Source: an optimization exercise on an open RTL-to-GDS flow (aim: small area, a short achievable clock period and few clock cycles). Production flows keep margins and buffers that such runs may drop.
In this exercise RTL edits were held to simulation tests only and were not proved equivalent to the original.
The clock input has no modelled driver; a real chip could not lean on it and would need a root buffer or a full tree.
Power figures rest on the tool's default switching activity, not on a simulated workload.

## SME
module SME(
  input clk,
  input reset,
  input [7:0] chardata,
  input isstring,
  input ispattern,
  output valid,
  output match,
  output [4:0] match_index
  );
Size in the first run: roughly 310 flip-flops, roughly 19 I/O pins, roughly 13000 sq um of cells after synthesis.
Settings: LEC_CHECK=0, CAP_MARGIN=20, CORE_MARGIN=2, CORE_UTILIZATION=40, CTS_BUF_LIST=sky130_fd_sc_hd__clkbuf_4, SLEW_MARGIN=20; clock period 8.0 ns.
standard.sh (not shown) runs the stock make flow with config.mk's settings and CLKGATE_MAP_FILE= SYNTH_SCRIPT=/design/flow/synth_recipe.tcl, a recipe that flattens the netlist after the stock synthesis.
==> flow/flow/run.sh <==
#!/bin/bash
set -euo pipefail
bash standard.sh SETUP_SLACK_MARGIN=5.5 "CTS_ARGS=-sink_clustering_enable -repair_clock_nets -buf_list sky130_fd_sc_hd__clkbuf_8 -sink_clustering_size 16 -sink_clustering_max_diameter 60 -dont_use_dummy_load" finish > standard_flow.log 2>&1
The starting point passed the timing, DRC and antenna checks.
Testbench counts at the start, summed over its fixed seeds: cycles 4,687.
==> next run, changes <==
==> flow/run.sh (new file) <==
#!/bin/bash
# synth_recipe.tcl (not shown) runs the flow's synth.tcl, then flattens the netlist and writes it again
# the make line also repeats each setting of config.mk as NAME=value (left out here)
make -C /OpenROAD-flow-scripts/flow DESIGN_CONFIG=/design/flow/config.mk WORK_HOME=/design/flow/orfs CLKGATE_MAP_FILE= SYNTH_SCRIPT=/design/flow/synth_recipe.tcl finish
- SETUP_SLACK_MARGIN: unset -> 5
removed: flow/flow/run.sh
removed: flow/standard.sh
Outcome: Final area climbs by 3.5%; routed wire length climbs by 5.5%; synthesized cell count is unchanged; setup slack degrades by 250 ps; combinational power drops by about 2%.

* * *

The RTL this note starts from:
==> flow/design.v <==
module SME(
  input clk,
  input reset,
  input [7:0] chardata,
  input isstring,
  input ispattern,
  output valid,
  output match,
  output [4:0] match_index
  );
  reg [7:0]   b_r;       
  reg         s_r, p_r;  
  reg         s_prev, p_prev;
  reg [255:0] str;       
  reg [4:0]   lm1;       
  reg [4:0]   base;      
  reg [31:0]  m;
  reg         valid_r, match_r;
  reg [4:0]   idx_r;
  wire [31:0] in_str;
  wire [31:0] m_n;
  genvar q;
  generate
    for (q = 0; q < 32; q = q + 1) begin : g_slot
      assign in_str[q] = (q <= lm1);
      wire eq = (str[8*q +: 8] == b_r);
      if (q == 31)
        assign m_n[q] = eq & (~p_prev & in_str[q]);
      else
        assign m_n[q] = eq & (p_prev ? m[q+1] : in_str[q]);
    end
  endgenerate
  reg [4:0] top;
  integer i;
  always @(*) begin
    top = 5'd0;
    for (i = 0; i < 32; i = i + 1)
      if (m_n[i]) top = i;
  end
  wire any = |m_n;
  always @(posedge clk) begin
    b_r <= chardata;
    if (reset) begin
      s_r <= 1'b0;
      p_r <= 1'b0;
      s_prev <= 1'b0;
      p_prev <= 1'b0;
      valid_r <= 1'b0;
    end else begin
      s_r <= isstring;
      p_r <= ispattern;
      s_prev <= s_r;
      p_prev <= p_r;
      valid_r <= p_r & ~ispattern;
    end
    if (s_r) begin
      str <= {str[247:0], b_r};
      lm1 <= s_prev ? lm1 + 5'd1 : 5'd0;
      base <= s_prev ? lm1 + 5'd1 : 5'd0;
    end else if (p_r)
      base <= base - 5'd1;
    else
      base <= lm1;
    m <= m_n;
    match_r <= any;
    idx_r <= any ? base - top : 5'd0;
  end
  assign valid = valid_r;
  assign match = match_r;
  assign match_index = idx_r;
endmodule
Settings: LEC_CHECK=0, ABC_CLOCK_PERIOD_IN_PS=2000, CAP_MARGIN=20, CORE_MARGIN=2, CORE_UTILIZATION=40, SETUP_SLACK_MARGIN=5, SLEW_MARGIN=20; clock period 8.0 ns.
run.sh (not shown) runs the stock make flow with config.mk's settings and CLKGATE_MAP_FILE= SYNTH_SCRIPT=/design/flow/synth_recipe.tcl, a recipe that flattens the netlist after the stock synthesis.
Stock flow here: none of the scripts above is used.
The baseline finished clean.
Testbench counts at the start, summed over its fixed seeds: cycles 4,687.
Next try:
Settings changed: ABC_CLOCK_PERIOD_IN_PS 2000 to not set, SETUP_SLACK_MARGIN 5 to not set.
The changed run produced a clean layout.
Maximum frequency decreases by 19%.
Sequential power is about the same.
Setup slack gets worse by 0.84 ns.
Register-to-register slack gets worse by 0.84 ns.
Die area is unchanged.
Synthesized cell count is unchanged.
Next try:
Settings changed: SETUP_SLACK_MARGIN set to 5.
Effect: The new run produced a clean layout. Non-clock buffer count went up by 43. Worst setup slack improved by 0.84 ns. Wire length climbs by 5.3%. Count of clock-buffer cells in the layout climbs by 4. Combinational power goes up by 18%.

* * *

before:
Another version of the RTL of SME (not shown whole).
Size: about 310 flip-flops, ~0.013 mm^2 of cells after synthesis.
clock: 8.0 ns
lec_check: 0
cap_margin: 20
core_margin: 2
core_utilization: 40
slew_margin: 20
synth_hierarchical: 1
synth_minimum_keep_size: 0
standard.sh (not shown) runs the stock make flow with config.mk's settings and CLKGATE_MAP_FILE= SYNTH_SCRIPT=/design/flow/synth_recipe.tcl, a recipe that flattens the netlist after the stock synthesis.
==> flow/flow/run.sh <==
#!/bin/bash
set -euo pipefail
export PRE_CTS_TCL="$PWD/flow/cts_pre.tcl"
bash standard.sh SETUP_SLACK_MARGIN=5.65 finish > standard_flow.log 2>&1
Other scripts of this flow, unchanged in this note and not shown: flow/flow/cts_pre.tcl, flow/flow/two_level_cts.tcl
No stage failed in before, and the final checks on the layout all came back clean.
Testbench counts of before, summed over its fixed seeds: cycles 4,687.
Here is what was changed in the inputs of after compared with before.
# before
export LEC_CHECK = 0
export CAP_MARGIN = 20
export CORE_MARGIN = 2
export CORE_UTILIZATION = 40
export SLEW_MARGIN = 20
export SYNTH_HIERARCHICAL = 1
export SYNTH_MINIMUM_KEEP_SIZE = 0
create_clock -name core_clock -period 8.0 [get_ports {clk}]
# after
export LEC_CHECK = 0
export CAP_MARGIN = 10
export CORE_MARGIN = 2
export CORE_UTILIZATION = 40
export SLEW_MARGIN = 10
export SYNTH_HIERARCHICAL = 1
export SYNTH_MINIMUM_KEEP_SIZE = 0
create_clock -name core_clock -period 8.0 [get_ports {clk}]
==> flow/flow/run.sh <==
#!/bin/bash
set -euo pipefail
export PRE_CTS_TCL="$PWD/flow/cts_pre.tcl"
bash standard.sh SETUP_SLACK_MARGIN=5.6 finish > standard_flow.log 2>&1
Notes after the runs:
- Diff after..before | clock network fraction of design power | negligible
- Sort after and before by arrival time at the worst endpoint desc -> top: after
- Between after and before, the difference in power is negligible.
- after: PASS, flow complete, no timing, DRC or antenna violations
- From before to after the numbers moved as follows: met2 routed wirelength fell 80 um; worst hold margin about even; leakage power summed over all cells fell 0.46%.
- In the flow results for after and before, the via count is larger on before.
- On post-route cell area, before tracks after almost exactly.
In every run of this note, the design's own scripts or RTL, not TritonCTS, make the clock network.

* * *

## run A
Starting RTL as in the previous note.
==> flow/design.v (excerpt) <==
module SME(
  input clk,
  input reset,
  input [7:0] chardata,
  input isstring,
  input ispattern,
  output valid,
  output match,
  output [4:0] match_index
  );
Settings: LEC_CHECK=0, CAP_MARGIN=20, CORE_MARGIN=2, CORE_UTILIZATION=30, SLEW_MARGIN=20, SYNTH_HIERARCHICAL=1, SYNTH_MINIMUM_KEEP_SIZE=0; clock period 8.0 ns.
==> flow/flow/run.sh <==
#!/bin/bash
set -euo pipefail
export PRE_CTS_TCL="$PWD/flow/cts_pre.tcl"
bash standard.sh SETUP_SLACK_MARGIN=5.6 finish > standard_flow.log 2>&1
==> flow/flow/cts_pre.tcl <==
# Sourced by ORFS's cts.tcl before clock_tree_synthesis (PRE_CTS_TCL): build
# the two-level clock tree here and turn that call into setting the clock
# propagated, which is all it would add once the tree exists.
source [file join [file dirname [info script]] two_level_cts.tcl]
two_level_clock_tree sky130_fd_sc_hd__clkbuf_8 sky130_fd_sc_hd__clkbuf_16 4 5
rename clock_tree_synthesis orfs_clock_tree_synthesis
proc clock_tree_synthesis { args } {
  puts "clock_tree_synthesis replaced by the two-level tree from cts_pre.tcl"
  set_propagated_clock [all_clocks]
}
Other scripts of this flow, unchanged in this note and not shown: flow/flow/two_level_cts.tcl
Testbench counts of run A, summed over its fixed seeds: cycles 4,687.
Edits applied to the flow inputs when going from run A to run B:
Settings: changing CORE_UTILIZATION from 30 to 40.
[summary]
Going from run A to run B, count of instances resized after the clock tree is built went down by 5.0%, power was more or less identical, worst setup slack before clock tree synthesis went up by 280 ps, average cell area after synthesis was more or less identical.
Run A → run B: final critical-path share of the clock period decreased 0.25 points; post-CTS setup buffer count increased 2.
The lower share of the final layout cell area in multi-input gates of run B and run A is in run A.
Going from run A to run B, height of the die has decreased, non-filler instance count after layout has decreased, data required time at the worst endpoint has increased, maximum number of pins on one net before global-route repair has increased.
Modified inputs, run C compared to run B
Settings: CORE_UTILIZATION changed from 40 to 55.
## What came out
Comparing the two runs side by side, run C comes out behind run B on routed wire length.
Summary of the comparison: worst slew margin relative to its limit is lower in run C, relative to run B.
Looking at timing-limited maximum frequency across both flows, run C is the weaker of the two, with run B ahead.
Measured against each other, run B and run C differ in time the final worst path needs with I/O delays and setup, the higher figure coming from run C.
The final reports for run C and run B show fraction of area in registers higher in the former.
Run C vs. run B: global routing met1 resource utilization now sits higher, final HPWL from detailed placement up 1.1%.
Of run B and run C, the run reporting the lower fraction of layout instances using a drive strength above 1 was run C.
> inputs changed (run C -> run D)
Settings: CORE_UTILIZATION changed from 55 to 40.
--- a/flow/flow/cts_pre.tcl
+++ b/flow/flow/cts_pre.tcl
@@ -4,3 +4,3 @@
 source [file join [file dirname [info script]] two_level_cts.tcl]
-two_level_clock_tree sky130_fd_sc_hd__clkbuf_8 sky130_fd_sc_hd__clkbuf_16 4 5
+two_level_clock_tree sky130_fd_sc_hd__clkbuf_16 sky130_fd_sc_hd__clkbuf_16 4 4
 rename clock_tree_synthesis orfs_clock_tree_synthesis
## What came out
Run D reports a lower global-route usage than run C does.
Worst setup path endpoint: idx_r[4]$_SDFF_PN0_ -> run C, match_index[2] -> run D
Compared with run C, run D shows a higher share of total power in the clock network.
Core area (run D vs. run C) increases by more than a quarter
Total die area: run D vs run C up 9200 um2
Looking at part of the power in combinational logic, run D sits 0.5 points lower than run C does.
Delta(die width, run D - run C) > 0
Looking at pre-CTS worst setup slack across run C and run D, the one that comes out higher is run D.
In every run of this note, the design's own scripts or RTL, not TritonCTS, make the clock network.

[what the ideal ports hide]
No port has a modelled driver above. Below, the same layouts with a new extraction and two added sets of constraints. Step 1: set_driving_cell puts a clkbuf_16 on clk and a buf_2 on each other input, an assumption about the parent block. Step 2 also shifts input and output timing later by t, the mid clock arrival at the registers, as if the neighbouring blocks saw the same clock. a / b / c = ideal / step 1 / step 2; a / b = the first two.
run | t (ns) | setup slack, ns | worst register clock-pin slew, ns | pins driven straight from the clock port
the first run of note 1 | 0.623 | 5.390 / 5.344 / 4.899 | 0.10 / 0.10 | 1
the second run of note 1 | 0.730 | 5.143 / 5.101 / 4.554 | 0.08 / 0.08 | 1
the first run of note 2 | 0.550 | 4.392 / 4.392 / 4.392 | 0.06 / 0.06 | 1
the second run of note 2 | 0.549 | 3.555 / 3.555 / 3.555 | 0.06 / 0.06 | 1
the third run of note 2 | 0.550 | 4.392 / 4.392 / 4.392 | 0.06 / 0.06 | 1
before | 0.388 | 5.652 / 5.568 / 5.247 | 0.10 / 0.10 | 4
after | 0.388 | 5.652 / 5.570 / 5.209 | 0.10 / 0.10 | 4
run A | 0.390 | 5.632 / 5.546 / 5.229 | 0.11 / 0.11 | 4
run B | 0.388 | 5.652 / 5.570 / 5.209 | 0.10 / 0.10 | 4
run C | 0.384 | 5.623 / 5.559 / 5.193 | 0.10 / 0.10 | 4
run D | 0.391 | 5.661 / 5.576 / 5.232 | 0.08 / 0.08 | 4
After both steps setup and hold are still met in every run listed. The setup slack of the second run of note 1, which loses most, moves by -0.042 ns with the drivers and by -0.589 ns with both steps.
